Source: an optimization exercise on an open RTL-to-GDS flow (aim: small area, a short achievable clock period and few clock cycles). Production flows keep margins and buffers that such runs may drop. RTL that was checked went through simulation tests only; none was proved equivalent to the original. The RTL of run 8 was laid out without a check of its function. Power and IR drop assume default switching activity.

==> design.v <==
module JAM (
input CLK,
input RST,
output reg [2:0] W,
output reg [2:0] J,
input [6:0] Cost,
output reg [3:0] MatchCount,
output reg [9:0] MinCost,
output reg Valid );
localparam [2:0] PH_HUNG = 3'd0, PH_AUG = 3'd1, PH_TIGHT = 3'd2, PH_RES = 3'd3,
                 PH_RYS = 3'd4, PH_DONE = 3'd5;
localparam [3:0] ROOT = 4'b1000;
integer k;
reg [2:0] ph;
reg       s0v, s0k, s0first, s0last, s0trr, s0lazy, s0zero, s0t, s0pen, s0ante;
reg       spec;            
reg [2:0] specj;
reg [7:0] rem;
reg [2:0] i;             
reg [3:0] j0;            
reg [7:0] used, usedprev;
reg [6:0] Dprev;
reg [8:0] K;
reg [7:0] bestD;         
reg [2:0] bj, bp;
reg       bpv;
reg [7:0] tmask;
reg [2:0] ja;
reg [7:0] M   [0:7];     
reg [6:0] w   [0:7];     
reg [2:0] way [0:7];     
reg [2:0] p   [0:7];
reg [7:0] pv;
reg [7:0] mrd;
reg [6:0] wrd;
reg       s1v, s1k, s1first, s1last, s1trr, s1lazy, s1zero, s1t, s1pen, s1ante;
reg [2:0] s1c;
reg       s2v, s2k, s2first, s2last, s2trr, s2t, s2pen, s2ante;
reg [2:0] s2c;
reg [6:0] cost_q;
reg       upq;
reg [8:0] wq;
reg [7:0] Mq1;
reg       s3v, s3k, s3first, s3last, s3trr, s3t, s3pen, s3ante;
reg [2:0] s3c;
wire      s3rf = (s3c == 3'd0);
wire      s3rl = (s3c == 3'd7);
reg [7:0] yq, Mq2;
reg [2:0] pq;
reg       pvq;
reg [7:0] Rm, Cm, xq;
reg       sgnk;
reg       rlast;
reg       pvld, plast, ppar;
reg [3:0] pq01, pq23, pq45, pq67, pq03, pq47;
reg       pvld2, plast2, ppar2, pvld3, plast3, ppar3;
reg  [7:0] rowb [0:7];
reg  [7:0] F, Fcols;
always @(*) begin
    F = 8'd0; Fcols = 8'd0;
    for (k = 0; k < 8; k = k + 1) begin
        rowb[k] = {M[7][k], M[6][k], M[5][k], M[4][k], M[3][k], M[2][k], M[1][k], M[0][k]} & Cm;
        if (Rm[k] & (rowb[k] != 8'd0) & ((rowb[k] & (rowb[k] - 8'd1)) == 8'd0)) begin
            F[k] = 1'b1;
            Fcols = Fcols | rowb[k];
        end
    end
end
wire [7:0] xn   = ((xq | ~Cm) + 8'd1) & Cm;
function [3:0] pop8;
    input [7:0] b;
    reg [1:0] f0, f1, h0, f2, f3, h1, h2;
    begin
        f0 = b[0] + b[1] + b[2];             
        f1 = b[3] + b[4] + b[5];
        h0 = b[6] + b[7];
        f2 = f0[0] + f1[0] + h0[0];          
        f3 = f0[1] + f1[1] + h0[1];          
        h1 = f2[1] + f3[0];                  
        h2 = f3[1] + h1[1];                  
        pop8 = {h2[1], h2[0], h1[0], f2[0]};
    end
endfunction
reg [3:0] fac [0:7];
reg [3:0] fq  [0:7];
always @(*) begin
    for (k = 0; k < 8; k = k + 1)
        fac[k] = Rm[k] ? pop8({M[7][k], M[6][k], M[5][k], M[4][k], M[3][k], M[2][k], M[1][k], M[0][k]} & xq) : 4'd1;
end
wire [3:0] pr01 = fq[0] * fq[1];
wire [3:0] pr23 = fq[2] * fq[3];
wire [3:0] pr45 = fq[4] * fq[5];
wire [3:0] pr67 = fq[6] * fq[7];
wire [3:0] pr03 = pq01 * pq23;
wire [3:0] pr47 = pq45 * pq67;
wire [3:0] prod = pq03 * pq47;
wire [6:0] wl    = upq ? (wrd + Dprev - mrd[6:0]) : wrd;
wire [8:0] wk    = (s1k | s1first | s1t) ? {2'b00, wl} : ({2'b00, wrd} + K);
wire [8:0] knew  = {1'b0, bestD} - {2'b00, Cost} - {2'b00, wrd};
wire [8:0] yfull = {2'b00, cost_q} + wq;
wire [7:0] ysat  = (yfull[8] | yfull[7]) ? 8'h80 : {1'b0, yfull[6:0]};
wire       c_yB = yq < bestD;
wire       c_MB = Mq2 < bestD;
wire       c_yM = yq < Mq2;
wire       upd  = s3first | c_yM;
wire       take = s3trr | (upd ? c_yB : c_MB);
wire [7:0] nD   = take ? (upd ? yq : Mq2) : bestD;
wire [7:0] c3bit = 8'd1 << s3c;
wire [2:0] nj   = take ? s3c : bj;
wire [7:0] bjbit  = 8'd1 << bj;
wire [7:0] nbit   = take ? c3bit : bjbit;
wire [7:0] nused  = take ? (used | c3bit) : (used | bjbit);
wire [7:0] nrem   = take ? (~used & ~c3bit) : (~used & ~bjbit);
wire [2:0] np   = take ? pq  : bp;
wire       npv  = take ? pvq : bpv;
wire       hscan = s3v & ~s3k & ~s3t;
wire       hend  = hscan & s3last;
wire       hpen  = hscan & s3pen;
wire       hante = hscan & s3ante;
wire       specok = spec & npv & (nj == specj);
wire       tlt   = s3rf | c_yB;
wire       teq   = (yq == bestD);
wire [7:0] nmask = tlt ? c3bit : teq ? (tmask | c3bit) : tmask;
wire       tend  = s3v & s3t & s3rl & (W == 3'd7) & ~s0v;
wire [7:0] rlow  = rem & (~rem + 8'd1);
reg  [2:0] rlowi;
always @(*) begin
    rlowi = 3'd0;
    for (k = 7; k >= 0; k = k - 1) if (rlow[k]) rlowi = k;
end
wire [7:0] remn = rem & ~rlow;
wire [2:0] jwc  = way[ja];
wire [3:0] jw   = {jwc == ja, jwc};
wire       augd = (ph == PH_AUG) & jw[3];
always @(posedge CLK) begin
    s1k <= s0k; s1first <= s0first; s1last <= s0last; s1trr <= s0trr;
    s1lazy <= s0lazy; s1zero <= s0zero; s1t <= s0t;
    s1c <= J; s1pen <= s0pen; s1ante <= s0ante;
    s2k <= s1k; s2first <= s1first; s2last <= s1last; s2trr <= s1trr;
    s2t <= s1t; s2c <= s1c; s2pen <= s1pen; s2ante <= s1ante;
    s3k <= s2k; s3first <= s2first; s3last <= s2last; s3trr <= s2trr;
    s3t <= s2t; s3c <= s2c; s3pen <= s2pen; s3ante <= s2ante;
    mrd <= M[J];
    wrd <= s0zero ? 7'd0 : w[J];
    upq <= s0lazy & usedprev[J];
    cost_q <= Cost;
    wq     <= wk;
    Mq1    <= mrd;
    if (s1v & (s1zero | s1lazy)) w[s1c] <= wl;
    yq  <= ysat;
    Mq2 <= Mq1;
    pq  <= p[s2c];
    pvq <= pv[s2c];
    if (hscan) begin
        if (upd) begin
            M[s3c]   <= yq;
            way[s3c] <= j0[3] ? s3c : j0[2:0];
        end
        bestD <= nD;
        bj    <= nj;
        bp    <= np;
        bpv   <= npv;
    end
    if (hend) ja <= nj;
    if (s3v & s3t) begin
        if (tlt) bestD <= yq;
        tmask <= nmask;
        if (s3rl)
            for (k = 0; k < 8; k = k + 1) M[k] <= {M[k][6:0], nmask[k]};
    end
    if (ph == PH_AUG) begin
        p[ja] <= jw[3] ? i : p[jw[2:0]];
        ja    <= jw[2:0];
    end
    if (augd) begin
        usedprev <= used;
        Dprev    <= bestD[6:0];
    end
    if (tend) begin
        Rm <= 8'hFF;
        Cm <= 8'hFF;
    end
    if (ph == PH_RES) begin
        Rm <= Rm & ~F;
        Cm <= Cm & ~Fcols;
        xq    <= 8'd0;
        sgnk  <= ^Cm;
        rlast <= 1'b0;
        pvld  <= 1'b0;
        plast <= 1'b0;
        pvld2  <= 1'b0;
        plast2 <= 1'b0;
        pvld3  <= 1'b0;
        plast3 <= 1'b0;
        MatchCount <= 4'd0;
    end
    if (ph == PH_RYS) begin
        if (~rlast) xq <= xn;
        if (xq == Cm) rlast <= 1'b1;
        pvld   <= ~rlast;
        plast  <= ~rlast & (xq == Cm);
        pvld2  <= pvld;
        plast2 <= plast;
        pvld3  <= pvld2;
        plast3 <= plast2;
        if (pvld3) MatchCount <= MatchCount + (ppar3 ? (4'd0 - prod) : prod);
    end
    for (k = 0; k < 8; k = k + 1) fq[k] <= fac[k];
    pq01 <= pr01;
    pq23 <= pr23;
    pq45 <= pr45;
    pq67 <= pr67;
    pq03 <= pr03;
    pq47 <= pr47;
    ppar  <= (^xq) ^ sgnk;
    ppar2 <= ppar;
    ppar3 <= ppar2;
end
always @(posedge CLK or posedge RST) begin
    if (RST) begin
        ph <= PH_HUNG;
        W <= 3'd0; J <= 3'd0;
        s0v <= 1'b1; s0k <= 1'b0; s0first <= 1'b1; s0last <= 1'b0; s0trr <= 1'b1;
        s0lazy <= 1'b0; s0zero <= 1'b1; s0t <= 1'b0;
        s0pen <= 1'b0; s0ante <= 1'b0; spec <= 1'b0;
        rem <= 8'hFE;
        i <= 3'd0; j0 <= ROOT;
        used <= 8'd0;
        pv <= 8'd0;
        s1v <= 1'b0; s2v <= 1'b0; s3v <= 1'b0;
        MinCost <= 10'd0; Valid <= 1'b0;
        K <= 9'd0;
    end else begin
        s1v <= s0v; s2v <= s1v; s3v <= s2v;
        if (s1v & s1k) K <= knew;
        if (s0v) begin
            if (s0t) begin
                if ((W == 3'd7) & (J == 3'd7)) begin
                    s0v <= 1'b0;
                end else begin
                    J <= J + 3'd1;
                    if (J == 3'd7) W <= W + 3'd1;
                    s0lazy <= s0lazy & (J != 3'd7);
                end
            end else if (rem == 8'd0) begin
                s0v <= 1'b0;
            end else begin
                J <= rlowi;
                rem <= remn;
                s0k <= 1'b0;
                s0trr <= s0k;
                s0last <= (remn == 8'd0);
                s0pen <= (remn != 8'd0) & ((remn & (remn - 8'd1)) == 8'd0);
                s0ante <= (remn != 8'd0) & ((remn & (remn - 8'd1)) != 8'd0) &
                          (((remn & (remn - 8'd1)) & ((remn & (remn - 8'd1)) - 8'd1)) == 8'd0);
            end
        end
        case (ph)
        PH_HUNG: begin
            if ((hante | (hpen & ~spec)) & npv) begin
                W <= np; J <= nj;
                rem <= nrem;
                s0v <= 1'b1; s0k <= 1'b1; s0first <= 1'b0; s0last <= 1'b0; s0trr <= 1'b0;
                s0lazy <= 1'b0; s0zero <= 1'b0; s0pen <= 1'b0; s0ante <= 1'b0;
                spec <= 1'b1;
                specj <= nj;
            end
            if (hend) spec <= 1'b0;
            if (hend & specok) begin
                used <= nused;
                j0 <= {1'b0, nj};
            end else if (hend) begin
                if (spec) begin
                    s1v <= 1'b0;
                    s2v <= 1'b0;
                end
                if (npv) begin
                    used <= nused;
                    j0 <= {1'b0, nj};
                    W <= np; J <= nj;
                    rem <= nrem;
                    s0v <= 1'b1; s0k <= 1'b1; s0first <= 1'b0; s0last <= 1'b0; s0trr <= 1'b0;
                    s0lazy <= 1'b0; s0zero <= 1'b0; s0pen <= 1'b0; s0ante <= 1'b0;
                end else begin
                    s0v <= 1'b0;
                    ph <= PH_AUG;
                end
            end
        end
        PH_AUG: begin
            pv[ja] <= 1'b1;
            if (jw[3]) begin
                MinCost <= MinCost + {2'd0, bestD};
                used <= 8'd0;
                K <= 9'd0;
                j0 <= ROOT;
                W <= (i == 3'd7) ? 3'd0 : i + 3'd1;
                J <= 3'd0;
                s0v <= 1'b1; s0k <= 1'b0; s0first <= 1'b1; s0last <= 1'b0; s0trr <= 1'b1;
                s0lazy <= 1'b1; s0zero <= 1'b0; s0pen <= 1'b0; s0ante <= 1'b0;
                rem <= 8'hFE;
                if (i == 3'd7) begin
                    ph <= PH_TIGHT;
                    s0t <= 1'b1; s0first <= 1'b0; s0trr <= 1'b0;
                end else begin
                    ph <= PH_HUNG;
                    i <= i + 3'd1;
                end
            end
        end
        PH_TIGHT: begin
            if (tend) ph <= PH_RES;
        end
        PH_RES: begin
            if (F == 8'd0) ph <= PH_RYS;
        end
        PH_RYS: begin
            if (plast3) begin
                ph <= PH_DONE;
                Valid <= 1'b1;
            end
        end
        default: ;
        endcase
    end
end
endmodule
==> run.sh <==
#!/bin/bash
# synth_recipe.tcl (not shown) runs the flow's synth.tcl, then flattens the netlist and writes it again
# the make line also repeats each setting of config.mk as NAME=value (left out here)
make -C /OpenROAD-flow-scripts/flow DESIGN_CONFIG=/design/flow/config.mk WORK_HOME=/design/flow/orfs CLKGATE_MAP_FILE= SYNTH_SCRIPT=/design/flow/synth_recipe.tcl finish
==> config.mk <==
export PLATFORM = sky130hd
export DESIGN_NAME = JAM
export DESIGN_NICKNAME = JAM
export VERILOG_FILES = /design/flow/design.v
export SDC_FILE = /design/flow/constraint.sdc
export NUM_CORES = 4
export LEC_CHECK = 0
export ABC_CLOCK_PERIOD_IN_PS = 2000
export CAP_MARGIN = 20
export CORE_MARGIN = 2
export CORE_UTILIZATION = 40
export SETUP_SLACK_MARGIN = 3.3
export SLEW_MARGIN = 20
==> constraint.sdc <==
create_clock -name core_clock -period 6.0 [get_ports {CLK}]
set_input_delay 1.2000 -clock core_clock [delete_from_list [all_inputs] [get_ports {CLK}]]
set_output_delay 1.2000 -clock core_clock [all_outputs]
set_load 0.01 [all_outputs]
==> results of run 1 <==
[final cells by class]
type                    count  area (µm²)
repair buffers            194        1830
flip-flops and latches    476       12200
fillers                  5382       31100
clock buffers              82        1580
multi-input cells        1541       12900
repair inverters            1        8.76
inverters                 130         522
well taps                 790         988
clock inverters            14         170
[critical path: cells and delay by family (launching register included)]
family	cells	cell delay (ps)
buf+inv	2	350
flops	1	430
compound gates	4	1050
mux	1	280
simple gates	4	900
[repair_timing]
| action | CTS | global route |
|---|---|---|
| hold endpoints to repair | 0 | 0 |
| cloned | 7 | 2 |
| setup buffers | 89 | 54 |
| pin swaps | 56 | 68 |
| hold buffers | 0 | 0 |
| endpoints found under the setup margin | 299 | 259 |
| gates resized for setup | 180 | 136 |
[layout by cell type (no fill, tap or decap), types with 26 or more instances in the layout]
cell type / instances
nand3_1: 61
nor2_1: 123
o21ai_0: 47
mux4_2: 46
edfxtp_1: 227
nor2b_1: 30
a22oi_1: 26
buf_4: 121
dfxtp_1: 153
o21ai_1: 27
a21o_1: 80
clkbuf_16: 56
ha_1: 120
dfrtp_1: 59
xnor2_1: 93
fa_1: 46
and2_1: 121
inv_1: 112
buf_6: 26
nand2_1: 221
a21oi_1: 68
[stage by stage]
step                      area (µm²)  util, %
after global routing           30200     49.3
after floorplan                25000        -
after global placement         26000     42.3
after CTS                      29200     47.6
after detailed placement       26000     42.3
final                          30200     49.3
[registers in the layout, indices dropped and copies added, names as in the netlist, 8 cells and up, named ones only]
name and count:
mrd 8, w 56, yq 8, M 64, rem 8, way 24
xq 8, pv 8, MinCost 10, wq 9, Mq1 8, usedprev 8
fq 32, bestD 8, K 9, Rm 8, used 8, Cm 8
Mq2 8, p 24, tmask 8
[report_power, final]
| part | internal (mW) | total (mW) | switching, mW |
|---|---|---|---|
| combinational | 0.257 | 0.551 | 0.294 |
| sequential | 3.44 | 3.46 | 0.0277 |
| clock | 1.90 | 3.25 | 1.35 |
| total | 5.59 | 7.26 | 1.67 |
[worst min-delay path by stage]
stage	from	end	slack, ps	cells past startpoint
after floorplan	Mq1[6]	Mq2[6]	310	0
after global placement	Mq1[2]	Mq2[2]	310	0
after detailed placement	Mq1[3]	Mq2[3]	310	0
after CTS	Mq1[3]	Mq2[3]	320	0
after global routing	Mq1[7]	Mq2[7]	330	0
final	s1ante	s2ante	330	0
[kinds of logic after synthesis]
kind of cell	count (synthesis)	synth area share [%]
xor+xnor	112	3.97
compound gates	445	12.2
buf+inv	231	3.56
mux	91	6.16
fa+ha+maj	190	11.1
simple gates	699	13.7
flops	476	49.4
[per-layer routing]
metal / GRT usage, % / vias to the layer above / part of all wire, %
met2: 34.4 / 622 / 48
met1: 28.7 / 9108 / 44
met5: 0 / - / 0
met4: 7.13 / 0 / 3.1
li1: - / 8334 / -
met3: 3.29 / 147 / 5.6
==> run summary, run 1 <==
Synth Register Bits 476; leakage power figure 12.2 nW; Period minus WS final 3130 ps; Pwr Total 7.26 mW; Mean Syn Cell Area 11.0 µm²; num ports 30; Cell Count, Final, Fillers Out 3228; cts bufs inserted 51; Netlist Area Pre-Place 24700 µm²; outcome complete, no violations; CP endpoint ph[0]; Hold Vio Cnt, Final 0; Die Footprint 63700 µm²; Crit Path Category reg2reg; # setup viols final 0; Total Routing Usage GR 21.1%; critical path required time 6500 ps; clk root buf clkbuf_16; DRC viols 0; CP Cell Sequence buf_6, a222oi_1, and3_1, mux2i_2, a211oi_4, nor2_1, or4b_4, o41ai_4, buf_6, nand2b_4, o31a_1; number of flops mapped to enable cells by yosys 227; HP Class reg2reg; vias 18200; Synth area leader edfxtp_1; Post-Place Cells 2980; RR Endpoint ph[0]; Max-Cap Viols 0; ys flop type edfxtp_1; # rows 91; RR Startpoint Cm[1]; Total Wirelength 68800 µm; Post-Syn Nets 2437; pre-CTS setup slack 2060 ps; Max IR drop VDD 0.261 mV; first-pass iteration count of the detailed router 6; DP HPWL 45700 µm; WHS 325 ps; period utilisation layout 52.1%; I/O Buffers 29; YS warnings 4; most common cell in the synthesized netlist nand2_1; Synth area leaders edfxtp_1 (28%), dfxtp_1 (14%), ha_1 (6.8%); Fin Setup TNS 0 ps; sequential share of the synthesized area 49.4%; Pins Over Slew Limit 0; grt total ovfl 0; WL/cell 21.3 µm; Die H 252 µm; Reg clk slew, reported paths 60 ps; Largest stage delay, worst path 470 ps; first-pass GRT wire length 104000 µm; clk sink count 476; GP Congestion 0.930; initial antenna violation count 0; most frequent cells after synthesis nand2_1 (233), edfxtp_1 (227), dfxtp_1 (175); CP Capture Type flip-flop; Layout Nets 2588; Post-Route Skew 31.4 ps; flop2flop setup slack 2870 ps; fmax 320 MHz; cells after synthesis 2244; Antenna diodes 0; Layout area overhead 22.5%; final worst slack 2870 ps; CP dominant cell by count buf_6; Worst EP arrival 3630 ps; Yosys cell types 78; pwr/cell area 240 nW/µm²; Async SR Flop Fraction 15.5%; launch point of the critical path Cm[1]; Die X 252 µm; CP startpoint kind flip-flop; Max clock buf depth 3; via/cell ratio 5.64; r2r worst-path depth 11; Final ANT Viol Nets 0; Skew-Pair Late Insertion Delay 620 ps; Worst-Margin Slew 1060 ps; top-area cell type share of the netlist area 27.6%; vias in the first global route 18000; CTS tree done; largest net degree at the start of global routing 64; worst-path maximum fanout 4; CP max stage cell or4b_4; 1st-iter DRT viols 1639; initial core utilization 40.2%; max_slew headroom 28.8%; H-tree levels 2; core box area 61400 µm²; RSZ-0062 raised after global routing yes; share of cells above drive strength 1 22.1%
Testbench counts, summed over its fixed seeds: cycles 3,501.
==> run 2, diff against run 1 <==
--- a/config.mk
+++ b/config.mk
@@ -6,8 +6,8 @@
 export NUM_CORES = 4
 export LEC_CHECK = 0
-export ABC_CLOCK_PERIOD_IN_PS = 2000
+export ABC_CLOCK_PERIOD_IN_PS = 2500
 export CAP_MARGIN = 20
 export CORE_MARGIN = 2
 export CORE_UTILIZATION = 40
-export SETUP_SLACK_MARGIN = 3.3
+export SETUP_SLACK_MARGIN = 3.0
 export SLEW_MARGIN = 20
==> run 2 against run 1 <==
  * Final cell count is 0.99% lower
  * Synthesized cell count stayed put
  * Flip-flop and latch count stayed put
  * Combinational power is 9.8% lower
  * Critical path type unchanged
==> run summary, run 2 <==
utilization after layout 47.9%; max reg flops 64; Yosys cell types 78; Fin Setup TNS 0 ps; via/cell ratio 5.61; ys flop type edfxtp_1; largest net degree at the start of global routing 75; DP HPWL 45800 µm; 1st-iter DRT viols 1722; Mean Syn Cell Area 11.0 µm²; Biggest register M; biggest regs M: 64 flops, w: 56 flops, fq: 32 flops; first-pass iteration count of the detailed router 8; Hold Vio Cnt, Final 0; Worst EP arrival 3630 ps; Die Footprint 63700 µm²; Post-Place Cells 2983; Total Wirelength 67500 µm; Synth Register Bits 476; most frequent cells after synthesis nand2_1 (233), edfxtp_1 (227), dfxtp_1 (175); Max clock buf depth 3; Period minus WS final 3120 ps; core box area 61400 µm²; top-area cell type share of the netlist area 27.6%; Die X 252 µm; fmax 320 MHz; clk root buf clkbuf_16; Pwr Total 7.28 mW; Async SR Flop Fraction 15.5%; Total Routing Usage GR 21.0%; Synth area leader edfxtp_1; # rows 91; H-tree levels 2; most common cell after layout, fill and taps aside edfxtp_1; period utilisation layout 52.0%; clk sink count 476; Pins Over Slew Limit 0; sequential share of the synthesized area 49.4%; leakage power figure 11.8 nW; Crit Path Category reg2reg; max_slew headroom 24.2%; Die H 252 µm; most frequent cells in the layout edfxtp_1 (227), nand2_1 (224), dfxtp_1 (158); vias 17900; Post-Syn Nets 2437; Layout area overhead 19.0%; Worst-Margin Slew 1120 ps; Final ANT Viol Nets 0; RSZ-0062 raised after global routing yes; share of cells above drive strength 1 17.9%; Layout Nets 2552; initial antenna violation count 1; HP Class reg2reg; Max IR drop VDD 0.213 mV; # setup viols final 0; vias in the first global route 18000; Netlist Area Pre-Place 24700 µm²; Max-Cap Viols 0; Reg clk slew, reported paths 60 ps; WL/cell 21.1 µm; grt total ovfl 0; critical path required time 6510 ps; cts bufs inserted 53; Skew-Pair Late Insertion Delay 650 ps; outcome complete, no violations; I/O Buffers 29; Synth area leaders edfxtp_1 (28%), dfxtp_1 (14%), ha_1 (6.8%); GP Congestion 0.921; worst-path maximum fanout 6; Hold-fix buffers, CTS 0; num ports 30; cells after synthesis 2244; most common cell in the synthesized netlist nand2_1; YS warnings 4; number of flops mapped to enable cells by yosys 227; FILL cells 5478; CP startpoint kind flip-flop; CTS tree done; CP Capture Type flip-flop; initial core utilization 40.2%; pwr/cell area 248 nW/µm²; DRC viols 0; first-pass GRT wire length 104000 µm; Cell Count, Final, Fillers Out 3196; Post-Route Skew 46.6 ps
## run 2: cell counts after synthesis
No cell type changed its count.
## run 2: path summary, 6_finish.rpt
| path | startpoint | endpoint | slack [ps] | depth (start not counted) |
|---|---|---|---|---|
| min | Mq1[7] | Mq2[7] | 320 | 0 |
| min reg2reg | Mq1[7] | Mq2[7] | 320 | 0 |
| min in group asynchronous | RST | used[1] | 1220 | 3 |
| max reg2reg | M[1][1] | ph[0] | 2880 | 11 |
| max in group asynchronous | RST | s0zero | 4120 | 4 |
| max | M[1][1] | ph[0] | 2880 | 11 |
## run 2: area by class of cell
class,count,area [µm²],area share (%)
Timing Repair Buffer,156,1420,4.82
Inverter,130,507,1.72
Tap cell,790,988,3.36
Multi-Input combinational cell,1542,12400,42.3
Antenna cell,2,5.00,0.0170
Clock buffer,69,1470,5.01
Clock inverter,31,332,1.13
Sequential cell,476,12200,41.6
## run 2: logic make-up (layout without fill, tap and decap cells)
group,after synthesis,after routing,share of synthesized area (%)
buffers and inverters,231,386,3.56
other,0,2,0
DFF,476,476,49.4
and+or+nand+nor,699,700,13.7
AOI/OAI and AO/OA,445,447,12.2
muxes,91,92,6.16
xor gates and xnor gates,112,113,3.97
adders and majority gates,190,190,11.1
## run 2: through the flow
stage | setup slack [ps] | cell area, µm² | hold slack (ps)
3_5_place_dp | 1800 | 25800 | 312
3_3_place_gp | 1920 | 25800 | 310
2_1_floorplan | 2810 | 24800 | 310
6_report | 2880 | 29400 | 320
4_1_cts | 2850 | 28800 | 303
5_1_grt | 2680 | 29400 | 317
## run 2: power breakdown
| group | switching [mW] | internal [mW] |
|---|---|---|
| Clock | 1.40 | 1.92 |
| Combinational | 0.274 | 0.224 |
| Sequential | 0.0267 | 3.44 |
## run 2: repair_timing
action / 4_1_cts / 5_1_grt
pin swaps: 36 / 46
endpoints found under the setup margin: 242 / 80
gates resized for setup: 123 / 53
cloned: 6 / 2
setup buffers: 68 / 34
## run 2: metal layers
metal | part of all wire [%] | wire [µm] | vias to the layer above | track usage (%)
li1 | - | - | 8275 | -
met1 | 44 | 29600 | 8883 | 28.6
met2 | 48 | 32200 | 643 | 34.6
met3 | 5.8 | 3890 | 133 | 2.96
met4 | 2.5 | 1710 | 0 | 6.54
met5 | 0 | 0 | - | 0
## run 2: worst max-delay path, cell delays in order (launching register included)
cell and delay [ps]:
edfxtp_1 500, a222oi_1 530, and3_1 300, mux2i_1 200, a211oi_1 90, buf_4 140, nor2_1 90, or4b_4 480
o41ai_4 220, buf_6 190, nand2b_4 60, o31a_1 230
==> run 3, diff against run 2 <==
--- a/design.v
+++ b/design.v
@@ -53,6 +53,6 @@
 reg       rlast;
 reg       pvld, plast, ppar;
-reg [3:0] pq01, pq23, pq45, pq67, pq03, pq47;
-reg       pvld2, plast2, ppar2, pvld3, plast3, ppar3;
+reg [3:0] pq03, pq47;
+reg       pvld2, plast2, ppar2;
 reg  [7:0] rowb [0:7];
 reg  [7:0] F, Fcols;
@@ -92,6 +92,6 @@
 wire [3:0] pr45 = fq[4] * fq[5];
 wire [3:0] pr67 = fq[6] * fq[7];
-wire [3:0] pr03 = pq01 * pq23;
-wire [3:0] pr47 = pq45 * pq67;
+wire [3:0] pr03 = pr01 * pr23;
+wire [3:0] pr47 = pr45 * pr67;
 wire [3:0] prod = pq03 * pq47;
 wire [6:0] wl    = upq ? (wrd + Dprev - mrd[6:0]) : wrd;
@@ -145,4 +145,5 @@
     upq <= s0lazy & usedprev[J];
     cost_q <= Cost;
+    if (s1v & s1k) K <= knew;
     wq     <= wk;
     Mq1    <= mrd;
@@ -191,6 +192,4 @@
         pvld2  <= 1'b0;
         plast2 <= 1'b0;
-        pvld3  <= 1'b0;
-        plast3 <= 1'b0;
         MatchCount <= 4'd0;
     end
@@ -202,18 +201,11 @@
         pvld2  <= pvld;
         plast2 <= plast;
-        pvld3  <= pvld2;
-        plast3 <= plast2;
-        if (pvld3) MatchCount <= MatchCount + (ppar3 ? (4'd0 - prod) : prod);
+        if (pvld2) MatchCount <= MatchCount + (ppar2 ? (4'd0 - prod) : prod);
     end
     for (k = 0; k < 8; k = k + 1) fq[k] <= fac[k];
-    pq01 <= pr01;
-    pq23 <= pr23;
-    pq45 <= pr45;
-    pq67 <= pr67;
     pq03 <= pr03;
     pq47 <= pr47;
     ppar  <= (^xq) ^ sgnk;
     ppar2 <= ppar;
-    ppar3 <= ppar2;
 end
 always @(posedge CLK or posedge RST) begin
@@ -230,8 +222,6 @@
         s1v <= 1'b0; s2v <= 1'b0; s3v <= 1'b0;
         MinCost <= 10'd0; Valid <= 1'b0;
-        K <= 9'd0;
     end else begin
         s1v <= s0v; s2v <= s1v; s3v <= s2v;
-        if (s1v & s1k) K <= knew;
         if (s0v) begin
             if (s0t) begin
@@ -293,5 +283,4 @@
                 MinCost <= MinCost + {2'd0, bestD};
                 used <= 8'd0;
-                K <= 9'd0;
                 j0 <= ROOT;
                 W <= (i == 3'd7) ? 3'd0 : i + 3'd1;
@@ -316,5 +305,5 @@
         end
         PH_RYS: begin
-            if (plast3) begin
+            if (plast2) begin
                 ph <= PH_DONE;
                 Valid <= 1'b1;
--- a/config.mk
+++ b/config.mk
@@ -10,4 +10,4 @@
 export CORE_MARGIN = 2
 export CORE_UTILIZATION = 40
-export SETUP_SLACK_MARGIN = 3.0
+export SETUP_SLACK_MARGIN = 2.5
 export SLEW_MARGIN = 20
==> run 3 against run 2 <==
  * Still clean on timing, DRC and antenna
  * Flip-flop and latch count is 19 lower
  * Hold slack better by 2.8 ps
  * Non-clock buffer count is 106 lower
  * Final cell count is 8.0% lower
  * Clock skew is 1.3 ps lower
  * Total power is 10% lower
  * Die area is 2.2% lower
  * Fmax is 8.3% lower
  * Synthesized cell count is 5.9% lower
  * Core utilization is 2.9 points lower
  * Critical endpoint is now K[7]
  * Highest routed layer unchanged
==> run summary, run 3 <==
outcome complete, no violations; clk root buf clkbuf_16; 1st-iter DRT viols 1376; largest net degree at the start of global routing 57; fmax 294 MHz; CP startpoint kind input pin; leakage power figure 10.8 nW; Pins Over Slew Limit 0; Synth area leaders edfxtp_1 (29%), dfxtp_1 (13%), ha_1 (7.0%); Fin Setup TNS 0 ps; RR Startpoint Cm[1]; cells after synthesis 2112; Post-Route Skew 45.4 ps; pwr/cell area 242 nW/µm²; CTS tree done; most common cell in the synthesized netlist edfxtp_1; utilization after layout 44.9%; Biggest register M; Max-Cap Viols 0; YS warnings 4; Mean Syn Cell Area 11.4 µm²; Die H 250 µm; vias 16600; most frequent cells after synthesis edfxtp_1 (234), nand2_1 (190), dfxtp_1 (158); Async SR Flop Fraction 14.2%; Post-Syn Nets 2306; H-tree levels 2; vias in the first global route 16700; Reg clk slew, reported paths 60 ps; Die Footprint 62400 µm²; # rows 90; flop2flop setup slack 2660 ps; number of flops mapped to enable cells by yosys 234; max_slew headroom 23.8%; I/O Buffers 29; DP HPWL 42900 µm; DRC viols 0; Layout area overhead 11.6%; Die X 250 µm; grt total ovfl 0; most frequent cells in the layout edfxtp_1 (234), nand2_1 (190), dfxtp_1 (158); initial core utilization 40.2%; via/cell ratio 5.65; first-pass iteration count of the detailed router 7; Total Routing Usage GR 19.2%; share of cells above drive strength 1 10.5%; Crit Path Category in2reg; GP Congestion 0.912; Hold-fix buffers, CTS 0; critical path required time 6360 ps; HP Class reg2reg; r2r worst-path depth 9; first-pass GRT wire length 94700 µm; top-area cell type share of the netlist area 29.1%; ys flop type edfxtp_1; Synth Register Bits 457; # setup viols final 0; biggest regs M: 64 flops, w: 56 flops, fq: 32 flops; Skew-Pair Late Insertion Delay 620 ps; sequential share of the synthesized area 49.0%; Max IR drop VDD 0.230 mV; Yosys cell types 80; Hold Vio Cnt, Final 0; Netlist Area Pre-Place 24200 µm²; initial antenna violation count 0; cts bufs inserted 50; worst-path maximum fanout 2; Antenna diodes 0; RSZ-0062 raised after global routing no; WL/cell 20.4 µm; clk sink count 457; launch point of the critical path Cost[0]; RR Endpoint ph[0]; Worst-Margin Slew 1130 ps; period utilisation layout 56.7%; Worst EP arrival 3770 ps; max reg flops 64; Layout Nets 2309; core box area 60000 µm²; CP Capture Type flip-flop; Synth area leader edfxtp_1; num ports 30; CP endpoint K[7]; Total Wirelength 60000 µm; Max clock buf depth 3; Period minus WS final 3400 ps; most common cell after layout, fill and taps aside edfxtp_1; Final ANT Viol Nets 0
-- run 3: changes by cell type after synthesis, moves of 15 or more --
cell and delta:
a21oi_1 -23, and2_1 -18, and3_1 +15, clkbuf_1 -16, dfxtp_1 -17, mux2_2 +16, nand2_1 -43, nand3_1 -28
nor2_1 -41
-- run 3: logic make-up (layout without fill, tap and decap cells) --
logic type | count (synthesis) | count (layout) | synth area share, %
xor+xnor | 116 | 116 | 4.21
buf+inv | 215 | 260 | 3.47
flops | 457 | 457 | 49.0
simple gates | 583 | 583 | 12.1
compound gates | 437 | 437 | 12.5
fa+ha+maj | 189 | 189 | 11.3
mux | 115 | 115 | 7.42
-- run 3: power breakdown --
part	leakage, nW	switching [mW]	internal, mW
Sequential	4.07	0.00436	3.27
Combinational	5.84	0.0480	0.0337
Clock	0.850	1.34	1.84
Total	10.8	1.39	5.14
-- run 3: cell type report --
type                    instances  area (µm²)
flip-flops and latches        457       11800
multi-input cells            1440       11500
fillers                      5472       33100
clock inverters                25         277
clock buffers                  69        1450
repair buffers                 50         448
inverters                     116         438
well taps                     782         978
-- run 3: worst min path at each step --
stage	end	start	cells past startpoint	slack [ps]
after floorplan	Mq1[7]	mrd[7]	0	310
final	ppar2	ppar	0	320
after global placement	s3k	s2k	0	310
after global routing	s2ante	s1ante	0	330
after detailed placement	s3t	s2t	0	310
after CTS	ppar2	ppar	0	330
-- run 3: per-layer routing --
metal	share of wire (%)	up-vias	GRT usage, %	wire, µm
met4	2.9	0	5.63	1740
met3	5.5	121	2.87	3290
met5	0	-	0	0
met1	46	8259	26.4	27300
li1	-	7681	-	-
met2	46	545	31.4	27600
-- run 3: what timing repair did --
action | in CTS | in global routing
pin swaps | 0 | 1
buffers inserted | 0 | 3
gates cloned | 0 | 0
setup endpoints to repair | 11 | 24
resized for setup | 2 | 8
-- run 3: through the flow --
stage | cells | hold WS [ps] | setup slack, ps | power (mW) | instance area, µm²
6_report | 2939 | 322 | 2600 | 6.53 | 27000
5_1_grt | 2939 | 328 | 2490 | 6.72 | 27000
4_1_cts | 2936 | 325 | 2550 | 6.59 | 26900
3_5_place_dp | 2842 | 312 | 1930 | 3.42 | 25200
3_3_place_gp | 2841 | 311 | 1900 | 3.42 | 25200
2_1_floorplan | 2112 | 310 | 2670 | 3.39 | 24200
-- run 3: critical path, cell delays in order --
cell	delay [ps]
clkdlybuf4s50_1	500
inv_1	70
fa_1	570
inv_1	50
ha_1	170
o21a_1	180
o21ai_1	150
a21boi_0	130
o21ai_0	190
nand2b_1	110
a21o_1	190
a21oi_1	170
xnor2_1	80
Testbench counts of run 3, summed over its fixed seeds: cycles 3,489.
==> run 4, diff against run 3 <==
--- a/config.mk
+++ b/config.mk
@@ -10,4 +10,5 @@
 export CORE_MARGIN = 2
 export CORE_UTILIZATION = 40
-export SETUP_SLACK_MARGIN = 2.5
+export GPL_TIMING_DRIVEN = 1
+export SETUP_SLACK_MARGIN = 3.0
 export SLEW_MARGIN = 20
==> run 4 against run 3 <==
  * Register-to-register slack gained 400 ps
  * Sequential power is essentially flat
  * Cell area rose by 3.1%
  * Critical path type is now reg2reg
==> run summary, run 4 <==
period utilisation layout 49.0%; DP HPWL 44200 µm; Power Internal 5.00 mW; cts bufs inserted 50; placed instance area 25200 µm²; H-tree levels 2; Yosys cell types 80; r2r worst-path depth 8; Synth area leader edfxtp_1; Hold Vio Cnt, Final 0; I/O Buffers 29; Crit Path Category reg2reg; CP startpoint kind flip-flop; Synth area leaders edfxtp_1 (29%), dfxtp_1 (13%), ha_1 (7.0%); Fin Setup TNS 0 ps; Layout Nets 2370; most common cell after layout, fill and taps aside edfxtp_1; share of cells above drive strength 1 15.5%; WL/cell 21.3 µm; sequential share of the synthesized area 49.0%; Worst EP arrival 3180 ps; largest net degree at the start of global routing 57; Sw Share 21.4%; HP Class reg2reg; fmax 340 MHz; Total Wirelength 64000 µm; DRC viols 0; Total Routing Usage GR 20.3%; clock power share 47.2%; WHS 321 ps; worst hold endpoint s3last; leakage power figure 11.1 nW; initial antenna violation count 0; flop2flop setup slack 3060 ps; clk root buf clkbuf_16; critical path required time 6240 ps; core box area 60000 µm²; post-route design area 27800 µm²; initial core utilization 40.2%; most frequent cells after synthesis edfxtp_1 (234), nand2_1 (190), dfxtp_1 (158); Pins Over Slew Limit 0; via/cell ratio 5.64; Skew-Pair Late Insertion Delay 610 ps; # setup viols final 0; most common cell in the synthesized netlist edfxtp_1; max_slew headroom 25.6%; hold path start s2last; num ports 30; Final ANT Viol Nets 0; Async SR Flop Fraction 14.2%; Synth Register Bits 457; CP Capture Type flip-flop; Antenna diodes 0; Post-Syn Nets 2306; most frequent cells in the layout edfxtp_1 (234), nand2_1 (190), dfxtp_1 (145); CTS tree done; RR Startpoint Mq2[2]; Hold Path Depth 0; Max clock buf depth 3; Max IR drop VDD 0.218 mV; RR Endpoint M[3][3]; vias 16900; outcome complete, no violations; worst-path maximum fanout 16; Biggest register M; first-pass iteration count of the detailed router 6; Worst-Margin Slew 1110 ps; pwr/cell area 229 nW/µm²; Pwr Total 6.37 mW; Die Footprint 62400 µm²; # rows 90; Seq pwr share 51.4%; Hold-fix buffers, CTS 0; 1st-iter DRT viols 1433; top-area cell type share of the netlist area 29.1%; utilization after layout 46.3%; Layout area overhead 15.1%; first-pass GRT wire length 98700 µm; number of flops mapped to enable cells by yosys 234; Gate power share 1.5%; YS warnings 4; biggest regs M: 64 flops, w: 56 flops, fq: 32 flops; clk sink count 457; vias in the first global route 17100; Max-Cap Viols 0; Die X 250 µm; cells after synthesis 2112; ys flop type edfxtp_1; Post-Route Skew 18.3 ps; max reg flops 64; Netlist Area Pre-Place 24200 µm²; Period minus WS final 2940 ps; RSZ-0062 raised after global routing yes; Mean Syn Cell Area 11.4 µm²; grt total ovfl 0; Die H 250 µm; GP Congestion 0.896; total net switching power 1.36 mW; Reg clk slew, reported paths 60 ps
[run 4: cell counts after synthesis]
No cell type changed its count.
[run 4: per-layer routing]
metal / share of wire (%) / track usage [%]
met1: 43 / 27.0
met2: 46 / 33.0
met3: 7.4 / 4.14
met4: 3.3 / 7.37
met5: 0 / 0
[run 4: power groups by stage]
stage	sequential (mW)	clock (mW)	combinational, mW
after CTS	3.27	3.05	0.0892
final	3.27	3.00	0.0933
after detailed placement	3.34	0	0.0843
after floorplan	3.34	0	0.0577
after global routing	3.27	3.18	0.103
after global placement	3.34	0	0.0827
[run 4: layout make-up]
cell class / count / area (µm²)
Fill cell: 5413 / 32200
Multi-Input combinational cell: 1442 / 11900
Sequential cell: 457 / 11900
Clock buffer: 79 / 1470
Timing Repair Buffer: 109 / 978
Tap cell: 782 / 978
Inverter: 116 / 452
Clock inverter: 15 / 130
[run 4: kinds of logic (layout without fill, tap and decap cells)]
family / Yosys count / after routing / synth area share [%]
XOR/XNOR: 116 / 117 / 4.21
multiplexers: 115 / 115 / 7.42
AND/OR/NAND/NOR: 583 / 583 / 12.1
AO/OA/AOI/OAI: 437 / 438 / 12.5
buffers and inverters: 215 / 319 / 3.47
flip-flops: 457 / 457 / 49.0
adder cells (fa/ha/maj): 189 / 189 / 11.3
[run 4: worst max-delay path by stage]
stage	start	slack, ps	depth (start not counted)	endpoint
2_1_floorplan	Cost[0]	2900	12	K[7]
3_3_place_gp	Cost[0]	2110	13	K[7]
3_5_place_dp	Cost[0]	2110	13	K[7]
4_1_cts	bestD[1]	2930	12	W[0]
5_1_grt	Mq2[2]	2870	8	M[3][3]
6_report	Mq2[2]	3060	8	M[3][3]
[run 4: critical path, cell delays in order, from the launching register on]
cell and delay, ps:
dfxtp_1 360, inv_1 50, ha_1 280, a211oi_1 230
o21ai_1 160, a21oi_4 220, buf_4 210, nand2_1 400
o21ai_2 650
[run 4: stage by stage]
stage	setup WS, ps	std cells
after CTS	2930	2974
after global placement	2110	2842
after global routing	2870	3000
final	3060	3000
after floorplan	2900	2112
after detailed placement	2110	2842
[run 4: repair_timing]
action	4_1_cts	5_1_grt
pin swaps	23	29
setup endpoints to repair	193	172
resized for setup	47	62
cloned	3	2
setup buffers	35	23
==> run 5, diff against run 4 <==
--- a/config.mk
+++ b/config.mk
@@ -6,9 +6,9 @@
 export NUM_CORES = 4
 export LEC_CHECK = 0
+export ABC_AREA = 1
 export ABC_CLOCK_PERIOD_IN_PS = 2500
 export CAP_MARGIN = 20
 export CORE_MARGIN = 2
 export CORE_UTILIZATION = 40
-export GPL_TIMING_DRIVEN = 1
 export SETUP_SLACK_MARGIN = 3.0
 export SLEW_MARGIN = 20
==> run 5 against run 4 <==
  * Still clean on timing, DRC and antenna
  * Hold slack improved by 4.9 ps
  * Final cell count rose by 22%
  * Routed wire length rose by 6.1%
  * Die area rose by 1.8%
  * Total power rose by 4.9%
  * Sequential share of layout area fell by 0.39 points
  * Critical path type is now reg2out
==> run summary, run 5 <==
top-area cell type share of the netlist area 28.6%; vias in the first global route 19000; clk root buf clkbuf_16; initial antenna violation count 0; Power Internal 5.26 mW; leakage power figure 12.4 nW; Fin Setup TNS 0 ps; CP max stage cell clkdlybuf4s50_1; cts bufs inserted 53; CP startpoint kind flip-flop; max_slew headroom 30.5%; YS warnings 4; # setup viols final 0; Pins Over Slew Limit 0; GP Congestion 0.960; num ports 30; number of flops mapped to enable cells by yosys 234; r2r worst-path depth 14; Max IR drop VDD 0.260 mV; Reg clk slew, reported paths 60 ps; Layout Nets 3027; Antenna diodes 0; area of the multi-input gates 11100 µm²; DP HPWL 48600 µm; CP Capture Type primary output; pwr/cell area 238 nW/µm²; first-pass GRT wire length 106000 µm; max reg flops 64; Total Wirelength 67900 µm; Die Footprint 63500 µm²; Layout area overhead 14.1%; register area 11900 µm²; H-tree levels 2; most frequent cells after synthesis nand2_1 (578), inv_1 (419), o21ai_0 (263); Yosys cell types 61; via/cell ratio 5.29; vias 19400; clock power share 49.4%; FILL cells 5760; sequential share of the synthesized area 48.1%; most common cell after layout, fill and taps aside nand2_1; Netlist Area Pre-Place 24600 µm²; post-route design area 28100 µm²; critical path required time 4800 ps; Worst EP arrival 1740 ps; 1st-iter DRT viols 1659; clk sink count 457; largest net degree at the start of global routing 69; Total Routing Usage GR 21.3%; Mean Syn Cell Area 8.84 µm²; Pwr Total 6.68 mW; HP Class reg2reg; ys flop type edfxtp_1; Post-Syn Nets 2974; Hold Vio Cnt, Final 0; Worst-Margin Slew 1030 ps; Post-Route Skew 43.4 ps; Crit Path Category reg2out; worst-path maximum fanout 16; fmax 340 MHz; outcome complete, no violations; RR Endpoint ph[1]; most common cell in the synthesized netlist nand2_1; flop2flop setup slack 3110 ps; Hold Path Depth 0; DRC viols 0; Largest stage delay, worst path 560 ps; total net switching power 1.42 mW; CTS tree done; most frequent cells in the layout nand2_1 (578), inv_1 (411), o21ai_0 (252); Seq pwr share 49.1%; Die X 252 µm; Max-Cap Viols 0; share of cells above drive strength 1 9.14%; biggest regs M: 64 flops, w: 56 flops, fq: 32 flops; # rows 90; Synth area leaders edfxtp_1 (29%), dfxtp_1 (13%), nand2_1 (8.8%); placed instance area 25700 µm²; I/O Buffers 29; WL/cell 18.6 µm; Period minus WS final 2940 ps; CP Cell Sequence buf_12, clkdlybuf4s50_1; Async SR Flop Fraction 14.2%; Die H 252 µm; Max clock buf depth 3; core box area 60600 µm²; grt total ovfl 0; RR Startpoint Cm[3]; Final ANT Viol Nets 0; hold path start Mq1[2]; period utilisation layout 49.0%; first-pass iteration count of the detailed router 6; Synth Register Bits 457; Skew-Pair Late Insertion Delay 630 ps; worst hold endpoint Mq2[2]; RSZ-0062 raised after global routing yes; Gate power share 1.5%; Synth area leader edfxtp_1; cells after synthesis 2780; Biggest register M; utilization after layout 46.3%; initial core utilization 40.6%; Sw Share 21.2%
-- run 5: cell types whose count changed after synthesis, sizes merged, moves of 32 or more --
cell / previous run / this run
mux2: 33 / 1
xnor2: 86 / 52
mux4: 46 / 0
a21o: 86 / 2
and2: 104 / 3
nor2: 94 / 246
inv: 116 / 423
o21ai: 84 / 272
mux2i: 36 / 3
a21oi: 65 / 115
nand3: 38 / 91
nand2: 191 / 597
-- run 5: per-layer routing --
metal,global-route usage [%],vias up,part of all wire [%]
li1,-,9292,-
met1,29.2,9354,45
met2,35.4,597,47
met3,2.96,113,6.3
met4,6.10,0,2.3
met5,0,-,0
-- run 5: worst max path at each step --
stage,from,endpoint,slack [ps]
after floorplan,Cost[2],K[7],2910
after global placement,Cost[0],K[7],2280
after detailed placement,Cost[2],K[7],2260
after CTS,fq[6][0],pq47[3],3000
after global routing,M[0][6],ph[1],2880
final,J[1],J[1],3060
-- run 5: what timing repair did --
action	in CTS	in global routing
hold buffers	0	0
cloned	1	0
pin swaps	16	25
setup buffers	15	12
setup endpoints to repair	87	98
gates resized for setup	31	45
-- run 5: kinds of logic (layout without fill, tap and decap cells) --
group                    after synthesis  after routing  share of synthesized area (%)
AO/OA/AOI/OAI                        530            530                           12.2
adder cells (fa/ha/maj)              185            185                           10.9
flip-flops                           457            457                           48.1
buffers and inverters                504            602                           7.86
multiplexers                           4              4                          0.168
AND/OR/NAND/NOR                     1007           1007                           17.4
XOR/XNOR                              93             93                           3.31
-- run 5: through the flow --
stage               std cells  worst slack (ps)  hold WS (ps)
finish                   3660              3060           326
global route             3660              2880           331
CTS                      3647              3000           326
detailed placement       3531              2260           312
global placement         3531              2280           311
floorplan                2780              2910           310
-- run 5: power by group through the flow --
stage	clock network (mW)	logic, mW	registers [mW]
2_1_floorplan	0	0.0678	3.34
3_3_place_gp	0	0.0922	3.35
3_5_place_dp	0	0.0951	3.35
4_1_cts	3.36	0.0990	3.28
5_1_grt	3.49	0.117	3.28
6_report	3.30	0.102	3.28
-- run 5: layout make-up --
type | count | share of cell area [%]
Sequential cell | 457 | 42.3
Inverter | 427 | 5.74
Clock buffer | 78 | 5.58
Tap cell | 782 | 3.49
Timing Repair Buffer | 75 | 2.41
Multi-Input combinational cell | 1819 | 39.6
Clock inverter | 22 | 0.883
-- run 5: critical path: cells and delay by family, from the launching register on --
family	cells	cell delay, ps
buf+inv	2	730
flops	1	380
==> run 6, diff against run 5 <==
--- a/config.mk
+++ b/config.mk
@@ -6,5 +6,4 @@
 export NUM_CORES = 4
 export LEC_CHECK = 0
-export ABC_AREA = 1
 export ABC_CLOCK_PERIOD_IN_PS = 2500
 export CAP_MARGIN = 20
==> run 6 against run 5 <==
  * Clock power down 9.1%
  * Synthesized cell count down 24%
  * Largest cell class is now multi-input gates
  * Combinational power down 9%
==> run summary, run 6 <==
r2r worst-path depth 8; CTS tree done; Fin Setup TNS 0 ps; fmax 340 MHz; first-pass GRT wire length 98700 µm; # rows 90; share of cells above drive strength 1 15.5%; max reg flops 64; HP Class reg2reg; initial core utilization 40.2%; Hold-fix buffers, CTS 0; Period minus WS final 2940 ps; grt total ovfl 0; Mean Syn Cell Area 11.4 µm²; Hold Path Depth 0; outcome complete, no violations; Power Internal 5.00 mW; biggest regs M: 64 flops, w: 56 flops, fq: 32 flops; Cell Count, Final, Fillers Out 3000; CP Capture Type flip-flop; RR Endpoint M[3][3]; top-area cell type share of the netlist area 29.1%; vias in the first global route 17100; Worst EP arrival 3180 ps; hold path start s2last; largest net degree at the start of global routing 57; Max clock buf depth 3; WL/cell 21.3 µm; cts bufs inserted 50; Seq pwr share 51.4%; clk sink count 457; clock power share 47.2%; most common cell after layout, fill and taps aside edfxtp_1; leakage power figure 11.1 nW; Post-Place Cells 2842; Post-Route Skew 18.3 ps; total net switching power 1.36 mW; ys flop type edfxtp_1; Synth Register Bits 457; Hold Vio Cnt, Final 0; Gate power share 1.5%; flop2flop setup slack 3060 ps; Netlist Area Pre-Place 24200 µm²; Yosys cell types 80; pwr/cell area 229 nW/µm²; Max-Cap Viols 0; Layout Nets 2370; YS warnings 4; GP Congestion 0.896; vias 16900; Synth area leaders edfxtp_1 (29%), dfxtp_1 (13%), ha_1 (7.0%); initial antenna violation count 0; Biggest register M; Worst-Margin Slew 1110 ps; via/cell ratio 5.64; Total Wirelength 64000 µm; Die Footprint 62400 µm²; Antenna diodes 0; H-tree levels 2; 1st-iter DRT viols 1433; first-pass iteration count of the detailed router 6; critical path required time 6240 ps; Die H 250 µm; most common cell in the synthesized netlist edfxtp_1; Post-Syn Nets 2306; number of flops mapped to enable cells by yosys 234; max_slew headroom 25.6%; Pwr Total 6.37 mW; Max IR drop VDD 0.218 mV; DP HPWL 44200 µm; RSZ-0062 raised after global routing yes; RR Startpoint Mq2[2]; most frequent cells in the layout edfxtp_1 (234), nand2_1 (190), dfxtp_1 (145); DRC viols 0; Pins Over Slew Limit 0; Skew-Pair Late Insertion Delay 610 ps; num ports 30; CP startpoint kind flip-flop; # setup viols final 0; worst-path maximum fanout 16; core box area 60000 µm²; Total Routing Usage GR 20.3%; Synth area leader edfxtp_1; Final ANT Viol Nets 0; utilization after layout 46.3%; Sw Share 21.4%; Layout area overhead 15.1%; Reg clk slew, reported paths 60 ps; sequential share of the synthesized area 49.0%; clk root buf clkbuf_16; cells after synthesis 2112; Die X 250 µm; most frequent cells after synthesis edfxtp_1 (234), nand2_1 (190), dfxtp_1 (158); period utilisation layout 49.0%; worst hold endpoint s3last; I/O Buffers 29; Async SR Flop Fraction 14.2%; Crit Path Category reg2reg
run 6: logic make-up after synthesis:
family                     after synthesis  synth area share (%)
AOI/OAI and AO/OA                      437                  12.5
muxes                                  115                  7.42
DFF                                    457                  49.0
adders and majority gates              189                  11.3
buffers and inverters                  215                  3.47
and+or+nand+nor                        583                  12.1
xor gates and xnor gates               116                  4.21
run 6: how the worst max path moves through the flow:
| stage | slack (ps) | start | end | cells after the start |
|---|---|---|---|---|
| floorplan | 2900 | Cost[0] | K[7] | 12 |
| global placement | 2110 | Cost[0] | K[7] | 13 |
| detailed placement | 2110 | Cost[0] | K[7] | 13 |
| CTS | 2930 | bestD[1] | W[0] | 12 |
| global route | 2870 | Mq2[2] | M[3][3] | 8 |
| finish | 3060 | Mq2[2] | M[3][3] | 8 |
run 6: cell type report:
| class | count | area (µm²) |
|---|---|---|
| inverters | 116 | 452 |
| fillers | 5413 | 32200 |
| flip-flops and latches | 457 | 11900 |
| well taps | 782 | 978 |
| multi-input cells | 1442 | 11900 |
| repair buffers | 109 | 978 |
| clock inverters | 15 | 130 |
| clock buffers | 79 | 1470 |
run 6: what timing repair did:
| action | 4_1_cts | 5_1_grt |
|---|---|---|
| cloned | 3 | 2 |
| pin swaps | 23 | 29 |
| buffers inserted | 35 | 23 |
| gates resized for setup | 47 | 62 |
| hold endpoints to repair | 0 | 0 |
| setup endpoints to repair | 193 | 172 |
run 6: metal layers:
| layer | routed length, µm | up-vias | global-route usage (%) |
|---|---|---|---|
| met5 | 0 | - | 0 |
| met3 | 4740 | 148 | 4.14 |
| met1 | 27400 | 8332 | 27.0 |
| met2 | 29700 | 650 | 33.0 |
| met4 | 2120 | 0 | 7.37 |
| li1 | - | 7798 | - |
run 6: metrics by stage:
stage / area (µm²) / hold WS, ps / worst slack (ps)
2_1_floorplan: 24200 / 310 / 2900
3_3_place_gp: 25200 / 313 / 2110
3_5_place_dp: 25200 / 312 / 2110
4_1_cts: 27300 / 322 / 2930
5_1_grt: 27800 / 329 / 2870
6_report: 27800 / 321 / 3060
run 6: power by group through the flow:
stage	registers [mW]	clock network [mW]	logic, mW
5_1_grt	3.27	3.18	0.103
3_3_place_gp	3.34	0	0.0827
2_1_floorplan	3.34	0	0.0577
3_5_place_dp	3.34	0	0.0843
4_1_cts	3.27	3.05	0.0892
6_report	3.27	3.00	0.0933
run 6: critical path, stage by stage, from the launching register on:
cell	delay (ps)
dfxtp_1	360
inv_1	50
ha_1	280
a211oi_1	230
o21ai_1	160
a21oi_4	220
buf_4	210
nand2_1	400
o21ai_2	650
==> run 7, diff against run 6 <==
--- a/config.mk
+++ b/config.mk
@@ -9,5 +9,6 @@
 export CAP_MARGIN = 20
 export CORE_MARGIN = 2
-export CORE_UTILIZATION = 40
+export CORE_UTILIZATION = 60
+export PLACE_DENSITY = 0.75
 export SETUP_SLACK_MARGIN = 3.0
 export SLEW_MARGIN = 20
==> run 7 against run 6 <==
  * Still clean on timing, DRC and antenna
  * Fmax down 2.4%
  * Final cell count down 9.4%
  * Die area down 33%
  * Synthesized cell count unchanged
  * Worst setup slack worse by 73 ps
  * Largest cell class unchanged
  * Highest routed layer unchanged
==> run summary, run 7 <==
outcome complete, no violations; DP HPWL 41600 µm; most frequent cells after synthesis edfxtp_1 (234), nand2_1 (190), dfxtp_1 (158); WL/cell 22.2 µm; Worst-Margin Slew 1060 ps; clk root buf clkbuf_16; Die Footprint 41900 µm²; num ports 30; Hold Vio Cnt, Final 0; CP dominant cell by count o21a_1; Compound-Gate Fraction of Synth Area 12.5%; H-tree levels 2; initial core utilization 60.8%; top-area cell type share of the netlist area 29.1%; Biggest register M; Synth area leader edfxtp_1; share of cells above drive strength 1 14.9%; # setup viols final 0; Worst EP arrival 3360 ps; biggest regs M: 64 flops, w: 56 flops, fq: 32 flops; Crit Path Category reg2reg; CP Capture Type flip-flop; max_slew headroom 28.8%; Period minus WS final 3010 ps; Layout area overhead 13.1%; Synth area leaders edfxtp_1 (29%), dfxtp_1 (13%), ha_1 (7.0%); fmax 332 MHz; CP startpoint kind flip-flop; post-synthesis mux area share 7.42%; placed instance area 24900 µm²; Netlist Area Pre-Place 24200 µm²; # rows 73; CTS tree done; Max-Cap Viols 0; largest family of logic cells by synthesized area compound AO/OA/AOI/OAI gates; Async SR Flop Fraction 14.2%; Max clock buf depth 3; met1 WL 25000 µm; cts bufs inserted 47; Skew-Pair Late Insertion Delay 600 ps; 1st-iter DRT viols 2146; period utilisation layout 50.2%; vias 17100; Post-Route Skew 24.6 ps; DRC viols 0; Pins Over Slew Limit 0; Largest stage delay, worst path 410 ps; worst-path maximum fanout 8; most common cell in the synthesized netlist edfxtp_1; core box area 39700 µm²; pwr/cell area 235 nW/µm²; Die H 205 µm; simple-gate share of the synthesized area 12.1%; most frequent cells in the layout edfxtp_1 (234), nand2_1 (190), dfxtp_1 (148); HP Class reg2reg; Total Routing Usage GR 29.1%; post-route design area 27300 µm²; utilization after layout 68.7%; Synth Register Bits 457; leakage power figure 11.0 nW; Post-Syn Nets 2306; Pwr Total 6.41 mW; final worst slack 2990 ps; CP max stage cell dfxtp_4; YS warnings 4; Top Metal Used met4; vias in the first global route 16900; number of flops mapped to enable cells by yosys 234; Final ANT Viol Nets 0; first-pass iteration count of the detailed router 7; Total Wirelength 60400 µm; via/cell ratio 6.29; grt total ovfl 0; Reg clk slew, reported paths 70 ps; pre-CTS setup slack 2070 ps; cells after synthesis 2112; initial antenna violation count 1; CP Cell Sequence clkinvlp_4, ha_4, nor2b_1, o211ai_1, a21oi_2, nor3_4, buf_4, nor2_2, o21a_1, o21ai_0, o21a_1; Synth Area in Adders 11.3%; Max IR drop VDD 0.264 mV; clk sink count 457; I/O Buffers 29; most common cell after layout, fill and taps aside edfxtp_1; GP Congestion 0.925; largest net degree at the start of global routing 57; Fin Setup TNS 0 ps; post-synthesis xor/xnor area fraction 4.21%; RSZ-0062 raised after global routing yes; Layout Nets 2348; critical path required time 6350 ps; Yosys cell types 80; Die X 205 µm; max reg flops 64; Hold-fix buffers, CTS 0; first-pass GRT wire length 94200 µm; routed length on met3 4790 µm; Mean Syn Cell Area 11.4 µm²; ys flop type edfxtp_1; WL met2 28400 µm; sequential share of the synthesized area 49.0%
==> run 7: cell families (layout without fill, tap and decap cells) <==
family          count (synthesis)  count (layout)
fa+ha+maj                     189             189
other cells                     0               1
flops                         457             457
compound gates                437             438
simple gates                  583             583
mux                           115             115
xor+xnor                      116             116
buf+inv                       215             295
==> run 7: worst paths after layout <==
kind / startpoint / end / slack, ps / depth (start not counted)
min: Mq1[6] / Mq2[6] / 320 / 0
min reg2reg: Mq1[6] / Mq2[6] / 320 / 0
max: bestD[1] / M[6][0] / 2990 / 11
min in group asynchronous: RST / Valid / 1070 / 2
max reg2reg: bestD[1] / M[6][0] / 2990 / 11
max in group asynchronous: RST / J[0] / 3940 / 3
==> run 7: worst max-delay path: cells and delay by family, from the launching register on <==
kind / cells / cell delay, ps
AOI/OAI and AO/OA: 5 / 1130
buffers and inverters: 2 / 360
DFF: 1 / 410
and+or+nand+nor: 3 / 530
adders and majority gates: 1 / 320
==> run 7: what timing repair did <==
action / 4_1_cts / 5_1_grt
setup endpoints to repair: 172 / 146
gates cloned: 1 / 1
gates resized for setup: 51 / 47
pin swaps: 19 / 23
setup buffers: 19 / 25
==> run 7: final cells by class <==
cell class              instances  area (µm²)
fillers                      2806       12400
multi-input cells            1441       11900
flip-flops and latches        457       11900
clock buffers                  60        1360
repair buffers                 91         846
well taps                     525         657
inverters                     116         454
clock inverters                28         273
diodes                          1        2.50
==> run 7: through the flow <==
step | instances | hold slack (ps)
after floorplan | 2112 | 310
after global placement | 2584 | 311
after detailed placement | 2584 | 312
after CTS | 2692 | 319
after global routing | 2718 | 322
final | 2719 | 322
==> run 7: routing by layer <==
metal | vias to the layer above | GRT usage, %
met5 | - | 0
met4 | 0 | 10.6
met3 | 189 | 4.25
met2 | 824 | 46.9
met1 | 8334 | 40.4
li1 | 7750 | -
==> run 7: report_power, final <==
group | switching (mW) | internal (mW) | total (mW)
Clock | 1.29 | 1.76 | 3.05
Sequential | 0.00483 | 3.27 | 3.27
Combinational | 0.0513 | 0.0387 | 0.0900
==> run 8, diff against run 7 <==
--- a/design.v
+++ b/design.v
@@ -100,7 +100,17 @@
 wire [8:0] yfull = {2'b00, cost_q} + wq;
 wire [7:0] ysat  = (yfull[8] | yfull[7]) ? 8'h80 : {1'b0, yfull[6:0]};
-wire       c_yB = yq < bestD;
-wire       c_MB = Mq2 < bestD;
-wire       c_yM = yq < Mq2;
+function lt8;
+    input [7:0] x, y;
+    reg         l;
+    integer     n;
+    begin
+        l = 1'b0;
+        for (n = 0; n < 8; n = n + 1) l = (~x[n] & y[n]) | (~(x[n] & ~y[n]) & l);
+        lt8 = l;
+    end
+endfunction
+wire       c_yB = lt8(yq, bestD);
+wire       c_MB = lt8(Mq2, bestD);
+wire       c_yM = lt8(yq, Mq2);
 wire       upd  = s3first | c_yM;
 wire       take = s3trr | (upd ? c_yB : c_MB);
@@ -123,5 +133,18 @@
 wire [7:0] nmask = tlt ? c3bit : teq ? (tmask | c3bit) : tmask;
 wire       tend  = s3v & s3t & s3rl & (W == 3'd7) & ~s0v;
-wire [7:0] rlow  = rem & (~rem + 8'd1);
+reg  [7:0] rlow, remn, q1, q2, q3;
+always @(*) begin
+    q1[0] = rem[0];
+    for (k = 1; k < 8; k = k + 1) q1[k] = q1[k-1] | rem[k];
+    rlow[0] = rem[0];
+    for (k = 1; k < 8; k = k + 1) rlow[k] = rem[k] & ~q1[k-1];
+    remn = rem & ~rlow;
+    q1[0] = remn[0]; q2[0] = 1'b0; q3[0] = 1'b0;
+    for (k = 1; k < 8; k = k + 1) begin
+        q1[k] = q1[k-1] | remn[k];
+        q2[k] = q2[k-1] | (remn[k] & q1[k-1]);
+        q3[k] = q3[k-1] | (remn[k] & q2[k-1]);
+    end
+end
 reg  [2:0] rlowi;
 always @(*) begin
@@ -129,5 +152,4 @@
     for (k = 7; k >= 0; k = k - 1) if (rlow[k]) rlowi = k;
 end
-wire [7:0] remn = rem & ~rlow;
 wire [2:0] jwc  = way[ja];
 wire [3:0] jw   = {jwc == ja, jwc};
@@ -241,7 +263,6 @@
                 s0trr <= s0k;
                 s0last <= (remn == 8'd0);
-                s0pen <= (remn != 8'd0) & ((remn & (remn - 8'd1)) == 8'd0);
-                s0ante <= (remn != 8'd0) & ((remn & (remn - 8'd1)) != 8'd0) &
-                          (((remn & (remn - 8'd1)) & ((remn & (remn - 8'd1)) - 8'd1)) == 8'd0);
+                s0pen <= q1[7] & ~q2[7];
+                s0ante <= q2[7] & ~q3[7];
             end
         end
--- a/config.mk
+++ b/config.mk
@@ -9,6 +9,5 @@
 export CAP_MARGIN = 20
 export CORE_MARGIN = 2
-export CORE_UTILIZATION = 60
-export PLACE_DENSITY = 0.75
+export CORE_UTILIZATION = 40
 export SETUP_SLACK_MARGIN = 3.0
 export SLEW_MARGIN = 20
==> run 8 against run 7 <==
  * Total power increased by 4.4%
  * Flip-flop and latch count unchanged
  * Non-clock buffer count increased by 10
  * Synthesized cell count increased by 0.99%
  * Largest power group is now clock
==> run summary, run 8 <==
final worst slack 3030 ps; most common cell in the synthesized netlist nand2_1; max reg flops 64; Yosys cell types 87; Max IR drop VDD 0.267 mV; fmax 337 MHz; met2 Track Usage GR 35.7%; Async SR Flop Fraction 14.2%; post-synthesis xor/xnor area fraction 4.47%; Mean Syn Cell Area 11.3 µm²; Skew-Pair Late Insertion Delay 630 ps; Die X 250 µm; outcome complete, no violations; most frequent cells after synthesis nand2_1 (237), edfxtp_1 (234), dfxtp_1 (158); initial core utilization 40.2%; max_slew headroom 33.2%; vias 17000; largest family of logic cells by synthesized area simple AND/OR/NAND/NOR gates; H-tree levels 2; Synth area leader edfxtp_1; Compound-Gate Fraction of Synth Area 12.1%; Period minus WS final 2970 ps; grt total ovfl 0; leakage power figure 11.0 nW; first-pass GRT wire length 102000 µm; WL/cell 21.7 µm; biggest regs M: 64 flops, w: 56 flops, fq: 32 flops; RSZ-0062 raised after global routing yes; Max-Cap Viols 0; Layout area overhead 16.5%; critical path required time 6510 ps; YS warnings 4; Hold Vio Cnt, Final 0; Fin Setup TNS 0 ps; DP HPWL 44700 µm; sequential share of the synthesized area 49.1%; Die Footprint 62300 µm²; initial antenna violation count 1; Reg clk slew, reported paths 60 ps; pwr/cell area 238 nW/µm²; # rows 90; vias in the first global route 17200; Post-Syn Nets 2319; CP Capture Type flip-flop; number of flops mapped to enable cells by yosys 234; Die H 250 µm; met1 Usage GRT 27.8%; CP startpoint kind flip-flop; cells after synthesis 2133; # setup viols final 0; Layout Nets 2390; ys flop type edfxtp_1; num ports 30; clk root buf clkbuf_16; WHS 321 ps; Post-Place Cells 2876; met3 GRT Util 2.91%; worst-path maximum fanout 3; DRC viols 0; Pins Over Slew Limit 0; period utilisation layout 49.5%; I/O Buffers 29; Crit Path Category reg2reg; Synth Register Bits 457; Pwr Total 6.70 mW; pre-CTS setup slack 1840 ps; Total Wirelength 65800 µm; via/cell ratio 5.61; Total Routing Usage GR 21.1%; largest net degree at the start of global routing 71; Worst-Margin Slew 1000 ps; most frequent cells in the layout edfxtp_1 (234), nand2_1 (231), dfxtp_1 (140); HP Class reg2reg; first-pass iteration count of the detailed router 7; share of cells above drive strength 1 17.6%; post-synthesis mux area share 7.15%; CTS tree done; GP Congestion 0.911; top-area cell type share of the netlist area 29.1%; core box area 60000 µm²; Worst EP arrival 3480 ps; Post-Route Skew 34.1 ps; layer carrying the most global-route usage met2; Netlist Area Pre-Place 24100 µm²; Final ANT Viol Nets 0; Synth area leaders edfxtp_1 (29%), dfxtp_1 (13%), ha_1 (6.6%); Cell Count, Final, Fillers Out 3028; most common cell after layout, fill and taps aside edfxtp_1; Biggest register M; Max clock buf depth 3; Synth Area in Adders 11.0%; cts bufs inserted 50; clk sink count 457; Antenna diodes 0; simple-gate share of the synthesized area 12.7%; 1st-iter DRT viols 1781
run 8: changes by cell type after synthesis, sizes merged, moves of 14 or more:
cell   change
inv       +14
nand3     +15
a31o      +19
nand2     +46
a21o      -15
nor3      -15
run 8: metal layers:
metal  routed length [µm]  part of all wire, %
met2                31900                   48
met4                 2010                  3.1
met5                   13                0.020
met1                28400                   43
met3                 3540                  5.4
run 8: worst max-delay path: stages, from the launching register on:
cell,delay [ps]
dfxtp_1,340
inv_1,140
fa_1,500
inv_1,50
ha_1,330
a21o_1,190
a21oi_2,180
o21bai_1,140
a21oi_2,210
xnor2_1,150
nand2_2,120
xnor2_4,180
buf_4,140
o21a_1,180
run 8: logic make-up (layout without fill, tap and decap cells):
| kind of cell | Yosys count | count (layout) |
|---|---|---|
| muxes | 108 | 108 |
| and+or+nand+nor | 628 | 630 |
| AOI/OAI and AO/OA | 417 | 418 |
| DFF | 457 | 457 |
| adders and majority gates | 184 | 184 |
| xor gates and xnor gates | 123 | 123 |
| buffers and inverters | 216 | 326 |
run 8: area by class of cell:
| cell class | count | area [µm²] |
|---|---|---|
| clock buffers | 64 | 1490 |
| multi-input cells | 1463 | 11900 |
| repair buffers | 101 | 956 |
| flip-flops and latches | 457 | 11900 |
| fillers | 5387 | 31900 |
| clock inverters | 30 | 324 |
| inverters | 131 | 519 |
| well taps | 782 | 978 |
run 8: timing repair:
| action | 4_1_cts | 5_1_grt |
|---|---|---|
| setup buffers | 39 | 11 |
| pin swaps | 20 | 30 |
| cloned | 5 | 1 |
| hold endpoints to repair | 0 | 0 |
| resized for setup | 81 | 54 |
| hold buffers | 0 | 0 |
| endpoints found under the setup margin | 188 | 111 |
run 8: power breakdown:
part | switching, mW | total [mW] | internal, mW
logic | 0.0618 | 0.113 | 0.0510
clock network | 1.39 | 3.31 | 1.92
registers | 0.00450 | 3.27 | 3.27
total | 1.46 | 6.70 | 5.24
run 8: final timing paths:
check / startpoint / endpoint / slack, ps / cells past startpoint
setup / recovery: wrd[2] / wq[6] / 3030 / 13
hold / removal: Mq1[5] / Mq2[5] / 320 / 0
setup reg to reg: wrd[2] / wq[6] / 3030 / 13
hold reg to reg: Mq1[5] / Mq2[5] / 320 / 0
max in group asynchronous: RST / J[0] / 4090 / 3
min in group asynchronous: RST / s0pen / 1310 / 3
run 8: metrics by stage:
step                      cell area [µm²]  util [%]
after floorplan                     24100         -
after global placement              25200      42.0
after detailed placement            25200      42.0
after CTS                           27800      46.3
after global routing                28100      46.8
final                               28100      46.8
